This is an optimization exercise on Yosys and OpenROAD, whose aim is small area, not a production implementation.
The RTL was checked by simulation tests, not by an equivalence proof against the original design.
The clock port is modelled as an ideal driver, which makes a skipped or thinned clock tree look cheaper than it is; a real chip needs a root buffer or a tree.
Power is estimated from default activity; no workload was simulated.

==> flow/design.v (excerpt) <==
module top_level(input wire clk, input wire rst, input wire[7:0] data, input wire[3:0] address, input wire wr, output wire[3:0] ch0_audio, ch1_audio, ch2_audio);
Size in the first run: roughly 170 flip-flops, roughly 27 I/O pins, roughly 0.0072 sq mm of cells after synthesis.
export LEC_CHECK = 0
export CAP_MARGIN = 0
export CORE_MARGIN = 2
export CORE_UTILIZATION = 70
export GPL_TIMING_DRIVEN = 0
export PLACE_DENSITY = 0.85
export SLEW_MARGIN = 0
create_clock -name core_clock -period 10.0 [get_ports {clk}]
standard.sh (not shown) runs the stock make flow with config.mk's settings and CLKGATE_MAP_FILE= SYNTH_SCRIPT=/design/flow/synth_recipe.tcl, a recipe that flattens the netlist after the stock synthesis.
==> flow/flow/run.sh <==
#!/bin/bash
# Layout flow: the standard ORFS flow (standard.sh) with these changes:
#  - synthesis maps logic with an area-oriented ABC script (flow/abc_area.script:
#    two minutes of &deepsyn AIG optimisation, then amap)
#    in place of ORFS's delay-oriented one; everything else in synthesis is
#    the standard flow's own script, so the registers are the standard synthesis's;
#  - adders are left to ABC too (no ADDER_MAP_FILE), not mapped to ha/fa cells first;
#  - port buffers are sky130_fd_sc_hd__buf_1, except the reset port's, which
#    flow/reset_buffer.tcl makes a buf_4 before the placement resizer;
#  - the clock tree is built by flow/clock_tree.tcl (a root clkbuf_4 driving one
#    clkbuf_8 per group of about 17 flip-flops) in place of TritonCTS.
# Each tool's full output goes to the ORFS logs under orfs/logs; make's own
# output goes to flow.log here.
set -euo pipefail
here=$(pwd)
mkdir -p "$here/myflow"
# The standard flow's synthesis script, with synth.tcl patched to use our ABC script
sed "s#source \$::env(SCRIPTS_DIR)/synth.tcl#source $here/myflow/synth.tcl#" synth_recipe.tcl > "$here/myflow/synth_recipe.tcl"
sed 's#^source \$::env(SCRIPTS_DIR)/synth_preamble.tcl#&\nset abc_args [lreplace $abc_args 1 1 $::env(AREA_ABC_SCRIPT)]#' \
  "$FLOW_HOME/scripts/synth.tcl" > "$here/myflow/synth.tcl"
grep -q AREA_ABC_SCRIPT "$here/myflow/synth.tcl"
export AREA_ABC_SCRIPT="$here/flow/abc_area.script"
bash standard.sh \
  SYNTH_SCRIPT="$here/myflow/synth_recipe.tcl" \
  AREA_ABC_SCRIPT="$AREA_ABC_SCRIPT" \
  ADDER_MAP_FILE= \
  BUFFER_PORTS_ARGS="-buffer_cell sky130_fd_sc_hd__buf_1" \
  PRE_RESIZE_TCL="$here/flow/reset_buffer.tcl" \
  PRE_CTS_TCL="$here/flow/clock_tree.tcl" \
  finish > "$here/flow.log" 2>&1
==> flow/flow/abc_area.script <==
strash
&get -n
&deepsyn -T 120
&put
dch -f
amap
strash
dch -f
amap
==> flow/flow/clock_tree.tcl <==
# Hand-built two-level clock tree: the clock port drives one root buffer, which
# drives one leaf buffer per group of flip-flops. The groups come from recursive
# bisection of the flip-flops' positions, so every leaf drives about as many.
proc ct_split {items k} {
  # items: list of {x y iterm}; returns list of k groups
  if {$k <= 1} { return [list $items] }
  set xs [lmap it $items {lindex $it 0}]
  set ys [lmap it $items {lindex $it 1}]
  set w [expr {[tcl::mathfunc::max {*}$xs] - [tcl::mathfunc::min {*}$xs]}]
  set h [expr {[tcl::mathfunc::max {*}$ys] - [tcl::mathfunc::min {*}$ys]}]
  set idx [expr {$w >= $h ? 0 : 1}]
  set sorted [lsort -real -index $idx $items]
  set k1 [expr {$k / 2}]
  set n1 [expr {int(round(double([llength $items]) * $k1 / $k))}]
  set a [lrange $sorted 0 [expr {$n1 - 1}]]
  set b [lrange $sorted $n1 end]
  return [concat [ct_split $a $k1] [ct_split $b [expr {$k - $k1}]]]
}
proc build_clock_tree {clkname nleaf rootcell leafcell} {
  set db [ord::get_db]
  set block [ord::get_db_block]
  set clknet [$block findNet $clkname]
  set items {}
  foreach it [$clknet getITerms] {
    set bb [[$it getInst] getBBox]
    lappend items [list [expr {([$bb xMin] + [$bb xMax]) / 2.0}] [expr {([$bb yMin] + [$bb yMax]) / 2.0}] $it]
  }
  set groups [ct_split $items $nleaf]
  set rootnet [odb::dbNet_create $block clknet_root]
  $rootnet setSigType CLOCK
  set sx 0; set sy 0
  set k 0
  foreach g $groups {
    set gx 0; set gy 0
    foreach it $g { set gx [expr {$gx + [lindex $it 0]}]; set gy [expr {$gy + [lindex $it 1]}] }
    set gx [expr {int($gx / [llength $g])}]; set gy [expr {int($gy / [llength $g])}]
    set sx [expr {$sx + $gx}]; set sy [expr {$sy + $gy}]
    set buf [odb::dbInst_create $block [$db findMaster $leafcell] clkleaf_$k]
    $buf setLocation $gx $gy
    $buf setPlacementStatus PLACED
    set net [odb::dbNet_create $block clknet_leaf_$k]
    $net setSigType CLOCK
    [$buf findITerm A] connect $rootnet
    [$buf findITerm X] connect $net
    foreach it $g {
      set iterm [lindex $it 2]
      $iterm disconnect
      $iterm connect $net
    }
    incr k
  }
  set root [odb::dbInst_create $block [$db findMaster $rootcell] clkroot]
  $root setLocation [expr {int($sx / $nleaf)}] [expr {int($sy / $nleaf)}]
  $root setPlacementStatus PLACED
  [$root findITerm A] connect $clknet
  [$root findITerm X] connect $rootnet
}

# Used as PRE_CTS_TCL: build the tree here, and make the CTS step's own
# clock_tree_synthesis call a no-op that only marks the clock as propagated.
# About 17 flip-flops per clkbuf_8 keeps their clock slew near 110 ps.
set ct_sinks [llength [[[ord::get_db_block] findNet clk] getITerms]]
set ct_leaves [expr {max(1, int(ceil($ct_sinks / 17.5)))}]
puts "manual clock tree: $ct_sinks sinks, $ct_leaves leaf buffers"
build_clock_tree clk $ct_leaves sky130_fd_sc_hd__clkbuf_4 sky130_fd_sc_hd__clkbuf_8
global_connect
rename clock_tree_synthesis cts_not_used
proc clock_tree_synthesis {args} {
  set_propagated_clock [all_clocks]
  puts "clock_tree_synthesis skipped: the tree was built by flow/clock_tree.tcl"
}
==> flow/flow/reset_buffer.tcl <==
# Used as PRE_RESIZE_TCL: the reset port fans out to about a hundred gates, more
# than the buf_1 port buffer can drive. Make its port buffer a buf_4 before
# repair_design, which would otherwise add a buf_12 after it.
set rst_net [[[ord::get_db_block] findBTerm rst] getNet]
foreach it [$rst_net getITerms] {
  set inst [$it getInst]
  if {[[$inst getMaster] getName] eq "sky130_fd_sc_hd__buf_1"} {
    puts "reset port buffer [$inst getName]: buf_1 -> buf_4"
    replace_cell [get_cells [$inst getName]] sky130_fd_sc_hd__buf_4
  }
}
estimate_parasitics -placement
Rerun with:
--- a/flow/flow/run.sh
+++ b/flow/flow/run.sh
@@ -3,3 +3,3 @@
 #  - synthesis maps logic with an area-oriented ABC script (flow/abc_area.script:
-#    two minutes of &deepsyn AIG optimisation, then amap)
+#    five minutes of &deepsyn AIG optimisation, then amap)
 #    in place of ORFS's delay-oriented one; everything else in synthesis is
==> flow/flow/abc_area.script (replaced) <==
strash
&get -n
&deepsyn -T 300
&put
dch -f
amap
strash
dch -f
amap
=> The new run passed the timing, DRC and antenna checks. Maximum frequency stays the same. Worst setup slack does not change. Wire length is unchanged. Critical path depth stays the same. Via count stays the same. Final area is unchanged.
Rerun with:
--- a/flow/flow/run.sh
+++ b/flow/flow/run.sh
@@ -2,4 +2,3 @@
 # Layout flow: the standard ORFS flow (standard.sh) with these changes:
-#  - synthesis maps logic with an area-oriented ABC script (flow/abc_area.script:
-#    five minutes of &deepsyn AIG optimisation, then amap)
+#  - synthesis maps logic with an area-oriented ABC script (flow/abc_area.script)
 #    in place of ORFS's delay-oriented one; everything else in synthesis is
@@ -7,4 +6,3 @@
 #  - adders are left to ABC too (no ADDER_MAP_FILE), not mapped to ha/fa cells first;
-#  - port buffers are sky130_fd_sc_hd__buf_1, except the reset port's, which
-#    flow/reset_buffer.tcl makes a buf_4 before the placement resizer;
+#  - port buffers are sky130_fd_sc_hd__buf_1;
 #  - the clock tree is built by flow/clock_tree.tcl (a root clkbuf_4 driving one
@@ -27,3 +25,2 @@
   BUFFER_PORTS_ARGS="-buffer_cell sky130_fd_sc_hd__buf_1" \
-  PRE_RESIZE_TCL="$here/flow/reset_buffer.tcl" \
   PRE_CTS_TCL="$here/flow/clock_tree.tcl" \
==> flow/flow/abc_area.script (replaced) <==
strash
balance
rewrite
refactor
balance
rewrite
rewrite -z
balance
refactor -z
rewrite -z
balance
dch -f
amap
strash
dch -f
amap
removed: flow/flow/reset_buffer.tcl
Routed wire length rose by 3.2%.
Global-route usage rose by 1.2 points.
Design area rose by 1.5%.
Sequential share of layout area fell by 0.85 points.
Combinational power rose by 7.0%.
Rerun with:
--- a/flow/flow/run.sh
+++ b/flow/flow/run.sh
@@ -2,3 +2,4 @@
 # Layout flow: the standard ORFS flow (standard.sh) with these changes:
-#  - synthesis maps logic with an area-oriented ABC script (flow/abc_area.script)
+#  - synthesis maps logic with an area-oriented ABC script (flow/abc_area.script:
+#    two minutes of &deepsyn AIG optimisation, then amap)
 #    in place of ORFS's delay-oriented one; everything else in synthesis is
@@ -7,4 +8,4 @@
 #  - port buffers are sky130_fd_sc_hd__buf_1;
-#  - the clock tree is built by flow/clock_tree.tcl (a root clkbuf_4 driving one
-#    clkbuf_8 per group of about 17 flip-flops) in place of TritonCTS.
+#  - the clock tree is built by flow/clock_tree.tcl (a root clkbuf_8 driving one
+#    clkbuf_4 per group of about 11 flip-flops) in place of TritonCTS.
 # Each tool's full output goes to the ORFS logs under orfs/logs; make's own
==> flow/flow/abc_area.script (replaced) <==
strash
&get -n
&deepsyn -T 120
&put
dch -f
amap
strash
dch -f
amap
--- a/flow/flow/clock_tree.tcl
+++ b/flow/flow/clock_tree.tcl
@@ -60,7 +60,7 @@
 # clock_tree_synthesis call a no-op that only marks the clock as propagated.
-# About 17 flip-flops per clkbuf_8 keeps their clock slew near 110 ps.
+# About 11 flip-flops per clkbuf_4 keeps their clock slew near 120 ps.
 set ct_sinks [llength [[[ord::get_db_block] findNet clk] getITerms]]
-set ct_leaves [expr {max(1, int(ceil($ct_sinks / 17.5)))}]
+set ct_leaves [expr {max(1, int(ceil($ct_sinks / 11.0)))}]
 puts "manual clock tree: $ct_sinks sinks, $ct_leaves leaf buffers"
-build_clock_tree clk $ct_leaves sky130_fd_sc_hd__clkbuf_4 sky130_fd_sc_hd__clkbuf_8
+build_clock_tree clk $ct_leaves sky130_fd_sc_hd__clkbuf_8 sky130_fd_sc_hd__clkbuf_4
 global_connect
The changed run produced a clean layout.
Synthesized cell count is lower by 0.79%.
Cell area shrinks by 1.5%.
Cell count is unchanged.
Routed wire length is lower by 2.5%.
Clock power drops by about 4%.
Via count shrinks by 0.53%.
Sequential share of layout area went up by 0.82 points.
In every run of this note, the design's own scripts or RTL, not TritonCTS, make the clock network.

port drivers added, routing unchanged:
No port has a modelled driver above. Below, the same layouts with a new extraction and two added sets of constraints.
Step 1 assumes that a clkbuf_16 drives the clock port and a buf_2 every other input.
Step 2 moves the port delays by t, midway between the first and last clock arrival at a register: inputs arrive t later, outputs are due t later. That takes back most of the time a late clock gives input paths.
Three values: ideal, step 1, step 2; two values: the first two.
run | t, ns | setup slack, ns | slew at the worst register clock pin (ns) | worst slew at a driven data input, ns | cell pins on the clock port's net
the first run | 0.570 | 3.724 / 3.687 / 4.257 | 0.11 / 0.11 | 0.04 | 1
the second run | 0.570 | 3.724 / 3.687 / 4.257 | 0.11 / 0.11 | 0.04 | 1
the third run | 0.575 | 3.167 / 3.134 / 3.709 | 0.11 / 0.11 | 0.03 | 1
the fourth run | 0.477 | 3.871 / 3.837 / 4.314 | 0.12 / 0.12 | 0.04 | 1
After both steps every run listed still meets setup and hold.
